Context: an optimization exercise on an open-source flow, tuned for small area, a short achievable clock period and few clock cycles. The choices shown serve that exercise and are no tape-out recipe.
RTL that was checked went through simulation tests only; none was proved equivalent to the original.
No activity file was given, so power comes from the tool's default toggle rates.

==> pepper: inputs <==
==> flow/design.v <==
module ALU (output wire [31:0] Out, output wire [31:0] Sum, output wire N, Z, V, C,
            input [31:0] Ain, Bx, input [4:0] Sh, input [5:0] Op3, input inv, input cin,
            input selSum, input selLogic, input selShift, input selLink, input [31:0] link);
	wire        cout;
	padd #(32) add(Ain, Bx, cin, Sum, cout);
	reg [31:0] logic_r;
	always @(*) begin
		case (Op3[1:0])
			2'b01:   logic_r = Ain & Bx;
			2'b10:   logic_r = Ain | Bx;
			default: logic_r = Ain ^ Bx;
		endcase
	end
	wire        left = ~Op3[1];                           
	wire        fill = Op3[1] & Op3[0] & Ain[31];
	reg  [31:0] s_in, s_out;
	integer k;
	always @(*) begin
		for (k = 0; k < 32; k = k + 1) s_in[k] = left ? Ain[31 - k] : Ain[k];
	end
	wire [31:0] s0 = Sh[0] ? {fill, s_in[31:1]} : s_in;
	wire [31:0] s1 = Sh[1] ? {{2{fill}}, s0[31:2]} : s0;
	wire [31:0] s2 = Sh[2] ? {{4{fill}}, s1[31:4]} : s1;
	wire [31:0] s3 = Sh[3] ? {{8{fill}}, s2[31:8]} : s2;
	wire [31:0] s4 = Sh[4] ? {{16{fill}}, s3[31:16]} : s3;
	always @(*) begin
		for (k = 0; k < 32; k = k + 1) s_out[k] = left ? s4[31 - k] : s4[k];
	end
	assign Out = ({32{selSum}} & Sum) | ({32{selLogic}} & logic_r) |
	             ({32{selShift}} & s_out) | ({32{selLink}} & link);
	wire [31:0] cz    = {Ain[30:0] | Bx[30:0], cin};
	wire        zsum  = &(~(Ain ^ Bx ^ cz));
	wire        zlog  = (logic_r == 32'd0);
	assign N = selLogic ? logic_r[31] : Sum[31];
	assign Z = selLogic ? zlog : zsum;
	wire   addsub = (Op3[1:0] == 2'b00);
	assign C = addsub & (cout ^ inv);
	assign V = addsub & (Ain[31] == Bx[31]) & (Sum[31] != Ain[31]);
endmodule
module padd #(parameter W = 32) (input [W-1:0] a, input [W-1:0] b, input cin,
	output wire [W-1:0] s, output wire cout);
	reg [W-1:0] g, p;
	integer l, i, j;
	always @(*) begin
		g = a & b;
		p = a ^ b;
		g[0] = g[0] | (p[0] & cin);
		for (l = 0; (1 << l) < W; l = l + 1)
			for (i = 0; i < W; i = i + 1)
				if ((i >> l) & 1) begin
					j = ((i >> l) << l) - 1;
					g[i] = g[i] | (p[i] & g[j]);
					p[i] = p[i] & p[j];
				end
	end
	assign s    = (a ^ b) ^ {g[W-2:0], cin};
	assign cout = g[W-1];
endmodule
module rf_aoi222(output wire y, input a0, s0, a1, s1, a2, s2);
	assign y = ~((a0 & s0) | (a1 & s1) | (a2 & s2));
endmodule
module registerFile(output wire [31:0] PA, output wire [31:0] PB, input [4:0] InDecoder,
	input [31:0] InRegister, input [31:1] SelA, input [31:1] SelB, input RFLd, input clk);
	reg [31:0] R [1:31];
	always @(posedge clk) begin
		if (RFLd && InDecoder != 5'd0)
			R[InDecoder] <= InRegister;
	end
	genvar b, g;
	generate for (b = 0; b < 32; b = b + 1) begin : gb
		wire [10:0] na, nb;
		for (g = 0; g < 11; g = g + 1) begin : grp
			if (g < 10) begin : full
				rf_aoi222 ua(na[g], R[3*g+1][b], SelA[3*g+1], R[3*g+2][b], SelA[3*g+2], R[3*g+3][b], SelA[3*g+3]);
				rf_aoi222 ub(nb[g], R[3*g+1][b], SelB[3*g+1], R[3*g+2][b], SelB[3*g+2], R[3*g+3][b], SelB[3*g+3]);
			end else begin : last
				assign na[g] = ~(R[31][b] & SelA[31]);
				assign nb[g] = ~(R[31][b] & SelB[31]);
			end
		end
		assign PA[b] = ~&na;
		assign PB[b] = ~&nb;
	end endgenerate
endmodule
module conditionChecker(output reg cond, output wire a, input [4:0] conditionCode,
	input N_flag, Z_flag, V_flag, C_flag);
	assign a = conditionCode[4];
	reg base;
	always @(*) begin
		case (conditionCode[2:0])
			3'b000: base = 1'b0;                           
			3'b001: base = Z_flag;                         
			3'b010: base = Z_flag | (N_flag ^ V_flag);     
			3'b011: base = N_flag ^ V_flag;                
			3'b100: base = C_flag | Z_flag;                
			3'b101: base = C_flag;                         
			3'b110: base = N_flag;                         
			default: base = V_flag;                        
		endcase
		cond = conditionCode[3] ^ base;
	end
endmodule
module controlUnit(
	input  [31:0] instr,
	output wire   isArith,     
	output wire   isJmpl,
	output wire   isCall,
	output wire   isSethi,
	output wire   isBranch,
	output wire   isLoad,
	output wire   isStore,
	output wire   setsCC,
	output wire   writesRd,    
	output wire [4:0] ra,      
	output wire [4:0] rb,      
	output wire [4:0] dest);   
	wire [1:0] op  = instr[31:30];
	wire [2:0] op2 = instr[24:22];
	wire [5:0] op3 = instr[24:19];
	wire       imm = instr[13];
	assign isJmpl   = (op == 2'b10) & (op3 == 6'b111000);
	assign isArith  = (op == 2'b10) & ~isJmpl;
	assign isCall   = (op == 2'b01);
	assign isSethi  = (op == 2'b00) & (op2 == 3'b100);
	assign isBranch = (op == 2'b00) & (op2 == 3'b010);
	assign isLoad   = (op == 2'b11) & ~op3[2];
	assign isStore  = (op == 2'b11) & op3[2];
	assign setsCC   = (op == 2'b10) & op3[4] & ~op3[5];
	assign writesRd = (op == 2'b10) | isCall | isSethi;
	assign ra   = op[1] ? instr[18:14] : 5'd0;
	assign rb   = ~op[1] ? 5'd0 : ~imm ? instr[4:0] : isStore ? instr[29:25] : 5'd0;
	assign dest = isCall ? 5'd15 : instr[29:25];
endmodule
module DataPath(
	input         clk,
	input         rst,
	output        mem_req,
	output        mem_we,
	output [1:0]  mem_size,
	output [31:0] mem_addr,
	output [31:0] mem_wdata,
	input         mem_ready,
	input  [31:0] mem_rdata);
	reg  [31:0] fpc;                   
	reg  [31:0] ir, dpc;               
	reg         dv;
	reg  [31:0] eA, eB, eS, epc;       
	reg  [4:0]  eSh;
	reg  [5:0]  eOp3;
	reg         eArith, eInv, eSum, eLogic, eShift, eLink;
	reg         eWe, eSetCC, eLd, eSt, eSt0, eJmpl;
	reg  [4:0]  eRd;
	reg  [3:0]  icc;                   
	reg         m, s;                  
	reg  [31:0] ma, mdr;               
	reg         mreq, mwe;
	reg  [1:0]  msize;
	reg  [4:0]  lrd;
	reg  [1:0]  lsz;
	reg         lsgn, lst, refA, refB, refS;
	wire isArith, isJmpl, isCall, isSethi, isBranch, isLoad, isStore, setsCC, writesRd;
	wire [4:0] ra, rb, dest;
	controlUnit cu(ir, isArith, isJmpl, isCall, isSethi, isBranch, isLoad, isStore, setsCC,
	               writesRd, ra, rb, dest);
	wire [5:0] op3 = ir[24:19];
	wire [31:0] rfA, rfB;
	wire [4:0]  rbSel = s ? lrd : rb;
	reg  [31:1] selA, selB;
	integer j;
	always @(*) begin
		for (j = 1; j < 32; j = j + 1) begin
			selA[j] = (ra == j);
			selB[j] = (rbSel == j);
		end
	end
	wire [31:0] result;
	wire [31:0] load_ext;
	wire [31:0] rf_in    = m ? load_ext : result;
	wire [4:0]  rf_waddr = m ? lrd : eRd;
	wire        rf_we    = m ? ~lst : (eWe & ~s);
	registerFile rf(rfA, rfB, rf_waddr, rf_in, selA, selB, rf_we, clk);
	wire [31:0] sum;
	wire nF, zF, vF, cF;
	wire cin = eInv ^ (eArith & eOp3[3] & icc[0]);       
	ALU alu(result, sum, nF, zF, vF, cF, eA, eB, eSh, eOp3, eInv, cin,
	        eSum, eLogic, eShift, eLink, epc);
	wire [31:0] vA = (eWe && eRd == ra) ? result : rfA;
	wire [31:0] vB = (eWe && eRd == rb) ? result : rfB;
	wire        useImm = ir[31] & ir[13];
	wire        inv    = isArith & op3[2] & ~op3[5];
	wire [31:0] bsel   = useImm ? {{19{ir[12]}}, ir[12:0]} : isSethi ? {ir[21:0], 10'd0} : vB;
	wire [3:0] fl = eSetCC ? {nF, zF, vF, cF} : icc;
	wire cc_out, a_out;
	conditionChecker cc(cc_out, a_out, ir[29:25], fl[3], fl[2], fl[1], fl[0]);
	wire [31:0] disp   = isCall ? {ir[29:0], 2'b00} : {{8{ir[21]}}, ir[21:0], 2'b00};
	wire [29:0] target30;
	wire        tc;
	padd #(30) tadd(dpc[31:2], disp[31:2], 1'b0, target30, tc);
	wire [31:0] target = {target30, dpc[1:0]};
	reg  [31:0] fpc4;
	reg  [31:2] lowmask;
	integer q;
	always @(*) begin
		fpc4[1:0] = fpc[1:0];
		for (q = 2; q < 32; q = q + 1) begin
			lowmask = ~(30'h3FFFFFFF << (q - 2));
			fpc4[q] = fpc[q] ^ (&(fpc[31:2] | ~lowmask));
		end
	end
	wire        taken  = dv & (isCall | (isBranch & cc_out));
	wire        annul  = dv & isBranch & a_out & (~cc_out | (ir[28:25] == 4'b1000));
	reg [31:0] lx;
	always @(*) begin
		case (lsz)
			2'b00:   lx = {{24{lsgn & mem_rdata[7]}}, mem_rdata[7:0]};
			2'b01:   lx = {{16{lsgn & mem_rdata[15]}}, mem_rdata[15:0]};
			default: lx = mem_rdata;
		endcase
	end
	assign load_ext = lx;
	wire ready = mem_ready;
	wire dgo   = ready & dv;           
	wire eMem  = eLd | eSt;
	wire [31:0] fpc_n = eJmpl ? sum : ~ready ? fpc : taken ? target : fpc4;
	always @(posedge clk) begin
		if (rst) begin
			fpc    <= 32'd0;
			ma     <= 32'd0;
			mreq   <= 1'b1;
			mwe    <= 1'b0;
			msize  <= 2'b10;
			dv     <= 1'b0;
			eWe    <= 1'b0;
			eSetCC <= 1'b0;
			eLd    <= 1'b0;
			eSt    <= 1'b0;
			eJmpl  <= 1'b0;
			m      <= 1'b0;
			s      <= 1'b0;
			icc    <= 4'b0000;
		end else if (m) begin
			if (refA) eA <= load_ext;
			if (refB) eB <= load_ext ^ {32{eInv}};
			if (refB) eSh <= load_ext[4:0];
			if (refS) eS <= load_ext;
			if (ready) begin
				m     <= 1'b0;
				ma    <= fpc;
				mwe   <= 1'b0;
				msize <= 2'b10;
			end
		end else if (s) begin
			mdr  <= rfB;
			s    <= 1'b0;
			m    <= 1'b1;
			mreq <= 1'b1;
			mwe  <= 1'b1;
		end else begin
			if (eSetCC) icc <= {nF, zF, vF, cF};
			fpc <= fpc_n;
			if (eMem) begin
				ma    <= sum;
				msize <= (eOp3[1:0] == 2'b00) ? 2'b10 : (eOp3[1:0] == 2'b01) ? 2'b00 : 2'b01;
				if (eSt & eSt0) begin
					s    <= 1'b1;
					mreq <= 1'b0;
				end else begin
					m    <= 1'b1;
					mwe  <= eSt;
				end
			end else
				ma <= fpc_n;
			if (ready) begin
				ir  <= mem_rdata;
				dv  <= ~(annul | eJmpl);
				dpc <= fpc;
			end
			eWe    <= dgo & writesRd & (dest != 5'd0);
			eSetCC <= dgo & setsCC;
			eLd    <= dgo & isLoad;
			eSt    <= dgo & isStore;
			eJmpl  <= dgo & isJmpl;
		end
		if (~m & ~s) begin
			eA      <= vA;
			eB      <= bsel ^ {32{inv}};
			eSh     <= bsel[4:0];
			eS      <= vB;
			eOp3    <= op3;
			eArith  <= isArith;
			eInv    <= inv;
			eLink   <= isCall | isJmpl;
			eShift  <= isArith & op3[5];
			eLogic  <= isArith & ~op3[5] & (op3[1:0] != 2'b00);
			eSum    <= ~(isCall | isJmpl) & ~(isArith & (op3[5] | (op3[1:0] != 2'b00)));
			eRd     <= dest;
			eSt0    <= ~ir[13];
			epc     <= dpc;
			mdr  <= eS;
			lrd  <= eRd;
			lsz  <= (eOp3[1:0] == 2'b00) ? 2'b10 : (eOp3[1:0] == 2'b01) ? 2'b00 : 2'b01;
			lsgn <= eOp3[3];
			lst  <= eSt;
			refA <= eLd & (ra == eRd) & (eRd != 5'd0);
			refB <= eLd & ~useImm & (rb == eRd) & (eRd != 5'd0);
			refS <= eLd & useImm & isStore & (rb == eRd) & (eRd != 5'd0);
		end
	end
	assign mem_req   = mreq;
	assign mem_we    = mwe;
	assign mem_size  = msize;
	assign mem_addr  = ma;
	assign mem_wdata = mdr;
endmodule
==> flow/run.sh <==
#!/bin/bash
# synth_recipe.tcl (not shown) runs the flow's synth.tcl, then flattens the netlist and writes it again
# the make line also repeats each setting of config.mk as NAME=value (left out here)
make -C /OpenROAD-flow-scripts/flow DESIGN_CONFIG=/design/flow/config.mk WORK_HOME=/design/flow/orfs CLKGATE_MAP_FILE= SYNTH_SCRIPT=/design/flow/synth_recipe.tcl finish
==> flow/config.mk <==
export PLATFORM = sky130hd
export DESIGN_NAME = DataPath
export DESIGN_NICKNAME = DataPath
export VERILOG_FILES = /design/flow/design.v
export SDC_FILE = /design/flow/constraint.sdc
export NUM_CORES = 4
export LEC_CHECK = 0
export CAP_MARGIN = 20
export CORE_MARGIN = 2
export CORE_UTILIZATION = 60
export PLACE_DENSITY = 0.7
export SETUP_SLACK_MARGIN = 5
export SLEW_MARGIN = 20
export SYNTH_HIERARCHICAL = 1
==> flow/constraint.sdc <==
create_clock -name core_clock -period 12.0 [get_ports {clk}]
set_input_delay 2.4000 -clock core_clock [delete_from_list [all_inputs] [get_ports {clk}]]
set_output_delay 2.4000 -clock core_clock [all_outputs]
set_load 0.01 [all_outputs]
==> zinc (differences from pepper) <==
==> flow/design.v, changed modules only <==
module ALU (output wire [31:0] Out, output wire [31:0] Sum, output wire N, Z, V, C,
            input [31:0] Ain, Bin, input [5:0] Op3, input arith, input Cin,
            input selSum, input selLogic, input selShift, input selLink, input [31:0] link);
	wire        inv   = arith & Op3[2];                  
	wire [31:0] Bx    = Bin ^ {32{inv}};
	wire        cin   = inv ^ (arith & Op3[3] & Cin);     
	wire        cout;
	padd #(32) add(Ain, Bx, cin, Sum, cout);
	reg [31:0] logic_r;
	always @(*) begin
		case (Op3[1:0])
			2'b01:   logic_r = Ain & Bx;
			2'b10:   logic_r = Ain | Bx;
			default: logic_r = Ain ^ Bx;
		endcase
	end
	wire        left = ~Op3[1];                           
	wire        fill = Op3[1] & Op3[0] & Ain[31];
	wire [4:0]  sh   = Bin[4:0];
	reg  [31:0] s_in, s_out;
	integer k;
	always @(*) begin
		for (k = 0; k < 32; k = k + 1) s_in[k] = left ? Ain[31 - k] : Ain[k];
	end
	wire [31:0] s0 = sh[0] ? {fill, s_in[31:1]} : s_in;
	wire [31:0] s1 = sh[1] ? {{2{fill}}, s0[31:2]} : s0;
	wire [31:0] s2 = sh[2] ? {{4{fill}}, s1[31:4]} : s1;
	wire [31:0] s3 = sh[3] ? {{8{fill}}, s2[31:8]} : s2;
	wire [31:0] s4 = sh[4] ? {{16{fill}}, s3[31:16]} : s3;
	always @(*) begin
		for (k = 0; k < 32; k = k + 1) s_out[k] = left ? s4[31 - k] : s4[k];
	end
	assign Out = ({32{selSum}} & Sum) | ({32{selLogic}} & logic_r) |
	             ({32{selShift}} & s_out) | ({32{selLink}} & link);
	wire [31:0] cz    = {Ain[30:0] | Bx[30:0], cin};
	wire        zsum  = &(~(Ain ^ Bx ^ cz));
	wire        zlog  = (logic_r == 32'd0);
	assign N = selLogic ? logic_r[31] : Sum[31];
	assign Z = selLogic ? zlog : zsum;
	wire   addsub = (Op3[1:0] == 2'b00);
	assign C = addsub & (cout ^ inv);
	assign V = addsub & (Ain[31] == Bx[31]) & (Sum[31] != Ain[31]);
endmodule
module DataPath(
	input         clk,
	input         rst,
	output        mem_req,
	output        mem_we,
	output [1:0]  mem_size,
	output [31:0] mem_addr,
	output [31:0] mem_wdata,
	input         mem_ready,
	input  [31:0] mem_rdata);
	reg  [31:0] fpc;                   
	reg  [31:0] ir, dpc;               
	reg         dv;
	reg  [31:0] eA, eB, epc;           
	reg  [12:0] eImm;
	reg         eUseImm;
	reg  [5:0]  eOp3;
	reg         eArith, eSum, eLogic, eShift, eLink;
	reg         eWe, eSetCC, eLd, eSt, eSt0, eJmpl;
	reg  [4:0]  eRd, eRa, eRb;
	reg  [3:0]  icc;                   
	reg         m, s;                  
	reg  [31:0] mar, mdr;
	reg  [4:0]  lrd;
	reg  [1:0]  lsz;
	reg         lsgn, lst, refA, refB;
	wire isArith, isJmpl, isCall, isSethi, isBranch, isLoad, isStore, setsCC, writesRd;
	wire [4:0] ra, rb, dest;
	controlUnit cu(ir, isArith, isJmpl, isCall, isSethi, isBranch, isLoad, isStore, setsCC,
	               writesRd, ra, rb, dest);
	wire [5:0] op3 = ir[24:19];
	wire [31:0] rfA, rfB;
	wire [4:0]  rbSel = s ? lrd : rb;
	reg  [31:1] selA, selB;
	integer j;
	always @(*) begin
		for (j = 1; j < 32; j = j + 1) begin
			selA[j] = (ra == j);
			selB[j] = (rbSel == j);
		end
	end
	wire [31:0] result;
	wire [31:0] load_ext;
	wire [31:0] rf_in    = m ? load_ext : result;
	wire [4:0]  rf_waddr = m ? lrd : eRd;
	wire        rf_we    = m ? ~lst : (eWe & ~s);
	registerFile rf(rfA, rfB, rf_waddr, rf_in, selA, selB, rf_we, clk);
	wire [31:0] opB = eUseImm ? {{19{eImm[12]}}, eImm} : eB;
	wire [31:0] sum;
	wire nF, zF, vF, cF;
	ALU alu(result, sum, nF, zF, vF, cF, eA, opB, eOp3, eArith, icc[0],
	        eSum, eLogic, eShift, eLink, epc);
	wire [31:0] vA = (eWe && eRd == ra) ? result : rfA;
	wire [31:0] vB = (eWe && eRd == rb) ? result : rfB;
	wire [3:0] fl = eSetCC ? {nF, zF, vF, cF} : icc;
	wire cc_out, a_out;
	conditionChecker cc(cc_out, a_out, ir[29:25], fl[3], fl[2], fl[1], fl[0]);
	wire [31:0] disp   = isCall ? {ir[29:0], 2'b00} : {{8{ir[21]}}, ir[21:0], 2'b00};
	wire [29:0] target30;
	wire        tc;
	padd #(30) tadd(dpc[31:2], disp[31:2], 1'b0, target30, tc);
	wire [31:0] target = {target30, dpc[1:0]};
	reg  [31:0] fpc4;
	reg  [31:2] lowmask;
	integer q;
	always @(*) begin
		fpc4[1:0] = fpc[1:0];
		for (q = 2; q < 32; q = q + 1) begin
			lowmask = ~(30'h3FFFFFFF << (q - 2));
			fpc4[q] = fpc[q] ^ (&(fpc[31:2] | ~lowmask));
		end
	end
	wire        taken  = dv & (isCall | (isBranch & cc_out));
	wire        annul  = dv & isBranch & a_out & (~cc_out | (ir[28:25] == 4'b1000));
	reg [31:0] lx;
	always @(*) begin
		case (lsz)
			2'b00:   lx = {{24{lsgn & mem_rdata[7]}}, mem_rdata[7:0]};
			2'b01:   lx = {{16{lsgn & mem_rdata[15]}}, mem_rdata[15:0]};
			default: lx = mem_rdata;
		endcase
	end
	assign load_ext = lx;
	wire ready = mem_ready;
	wire dgo   = ready & dv;           
	always @(posedge clk) begin
		if (rst) begin
			fpc    <= 32'd0;
			dv     <= 1'b0;
			eWe    <= 1'b0;
			eSetCC <= 1'b0;
			eLd    <= 1'b0;
			eSt    <= 1'b0;
			eJmpl  <= 1'b0;
			m      <= 1'b0;
			s      <= 1'b0;
			icc    <= 4'b0000;
		end else if (m) begin
			if (refA) eA <= load_ext;
			if (refB) eB <= load_ext;
			if (ready) m <= 1'b0;
		end else if (s) begin
			mdr <= rfB;
			s   <= 1'b0;
			m   <= 1'b1;
		end else begin
			if (eSetCC) icc <= {nF, zF, vF, cF};
			if (eLd | eSt) begin
				if (eSt & eSt0) s <= 1'b1;
				else            m <= 1'b1;
			end
			if (eJmpl)      fpc <= sum;
			else if (ready) fpc <= taken ? target : fpc4;
			if (ready) begin
				ir  <= mem_rdata;
				dv  <= ~(annul | eJmpl);
				dpc <= fpc;
			end
			eWe    <= dgo & writesRd & (dest != 5'd0);
			eSetCC <= dgo & setsCC;
			eLd    <= dgo & isLoad;
			eSt    <= dgo & isStore;
			eJmpl  <= dgo & isJmpl;
		end
		if (~m & ~s) begin
			eA      <= vA;
			eB      <= isSethi ? {ir[21:0], 10'd0} : vB;
			eImm    <= ir[12:0];
			eUseImm <= ir[31] & ir[13];
			eOp3    <= op3;
			eArith  <= isArith;
			eLink   <= isCall | isJmpl;
			eShift  <= isArith & op3[5];
			eLogic  <= isArith & ~op3[5] & (op3[1:0] != 2'b00);
			eSum    <= ~(isCall | isJmpl) & ~(isArith & (op3[5] | (op3[1:0] != 2'b00)));
			eRd     <= dest;
			eRa     <= ra;
			eRb     <= rb;
			eSt0    <= ~ir[13];
			epc     <= dpc;
			mar  <= sum;
			mdr  <= eB;
			lrd  <= eRd;
			lsz  <= (eOp3[1:0] == 2'b00) ? 2'b10 : (eOp3[1:0] == 2'b01) ? 2'b00 : 2'b01;
			lsgn <= eOp3[3];
			lst  <= eSt;
			refA <= eLd & (ra == eRd) & (eRd != 5'd0);
			refB <= eLd & (rb == eRd) & (eRd != 5'd0);
		end
	end
	assign mem_req   = ~s;
	assign mem_we    = m & lst;
	assign mem_size  = m ? lsz : 2'b10;
	assign mem_addr  = m ? mar : fpc;
	assign mem_wdata = mdr;
endmodule
--- a/flow/config.mk
+++ b/flow/config.mk
@@ -9,5 +9,4 @@
 export CORE_MARGIN = 2
-export CORE_UTILIZATION = 60
-export PLACE_DENSITY = 0.7
-export SETUP_SLACK_MARGIN = 5
+export CORE_UTILIZATION = 40
+export PLACE_DENSITY = 0.6
 export SLEW_MARGIN = 20
==> notes <==
Global-route usage: zinc is lower than pepper (15 points). In zinc the power is smaller than in pepper, by about 0.7%. Between zinc and pepper, the lower cell count is in pepper (gap about 2.8%, measured against pepper). Sequential power is about the same in zinc and pepper. Combinational power is about the same in zinc and pepper. Against zinc, the cell area of pepper is larger by about 3%. Of zinc and pepper, pepper has the higher synthesized cell count (gap about 10%, measured against pepper). Between zinc and pepper, the lower count of clock-buffer cells in the layout is in zinc (gap 6). zinc produced a clean layout. pepper passed the timing, design-rule and antenna checks. In zinc the fmax is lower than in pepper, by 17%.
==> figures <==
metric	pepper	zinc
Gate Count Post-Synth	4962	4487
GR met3 Demand/Resource	13.9%	9.78%
Fraction of area in multi-input gates	34.5%	32.7%
Overall Global Routing Usage	47.0%	31.5%
Seq cells	1328	1300
Clock latency on the worst-skew pair	800 ps	810 ps
Width of the die	333 µm	399 µm
Seq/total area	53.2%	54.1%
First-pass GRT wire length	370000 µm	354000 µm
Layout overhead on the synthesized area	12.8%	14.5%
Non-clock buffering overhead	3.09%	3.00%
Outcome	no timing/DRC/antenna violations	no timing/DRC/antenna violations
Starting Density	60.7%	40.3%
Combinational share of power	19.5%	19.7%
Period Utilization, post-route	54.5%	65.4%
Power per unit of standard cell area	168 nW/µm²	172 nW/µm²
VDD IR-drop max	0.000183 V	0.000147 V
Height of the die	333 µm	399 µm
Routed wire per std cell	40.2 µm	37.7 µm
Testbench counts of pepper, summed over its fixed seeds: cycles 32,563.
Function not checked in zinc: the RTL went through the layout flow alone.

[what the ideal ports hide]
The results above use ideal ports. As a check the final layouts listed here were re-extracted and re-timed, cells and wires unchanged.
Step 1 assumes that a clkbuf_16 drives the clock port and a buf_2 every other input.
Step 2 times the ports against the registers' clock, not the clock port: input delays grow and output delays shrink by t, the midpoint of the rising clock arrivals with the driver on.
a / b / c = no drivers / after step 1 / after step 2; a / b = the first two.
run | t (ns) | setup WS [ns] | worst setup path after step 2 | slew at the worst register clock pin (ns) | worst slew at a driven data input, ns
pepper | 0.857 | 5.460 / 5.460 / 5.460 | register to register | 0.07 / 0.07 | 0.04
zinc | 0.861 | 4.154 / 4.154 / 4.154 | register to register | 0.07 / 0.07 | 0.05
After both steps every run listed still meets setup and hold.
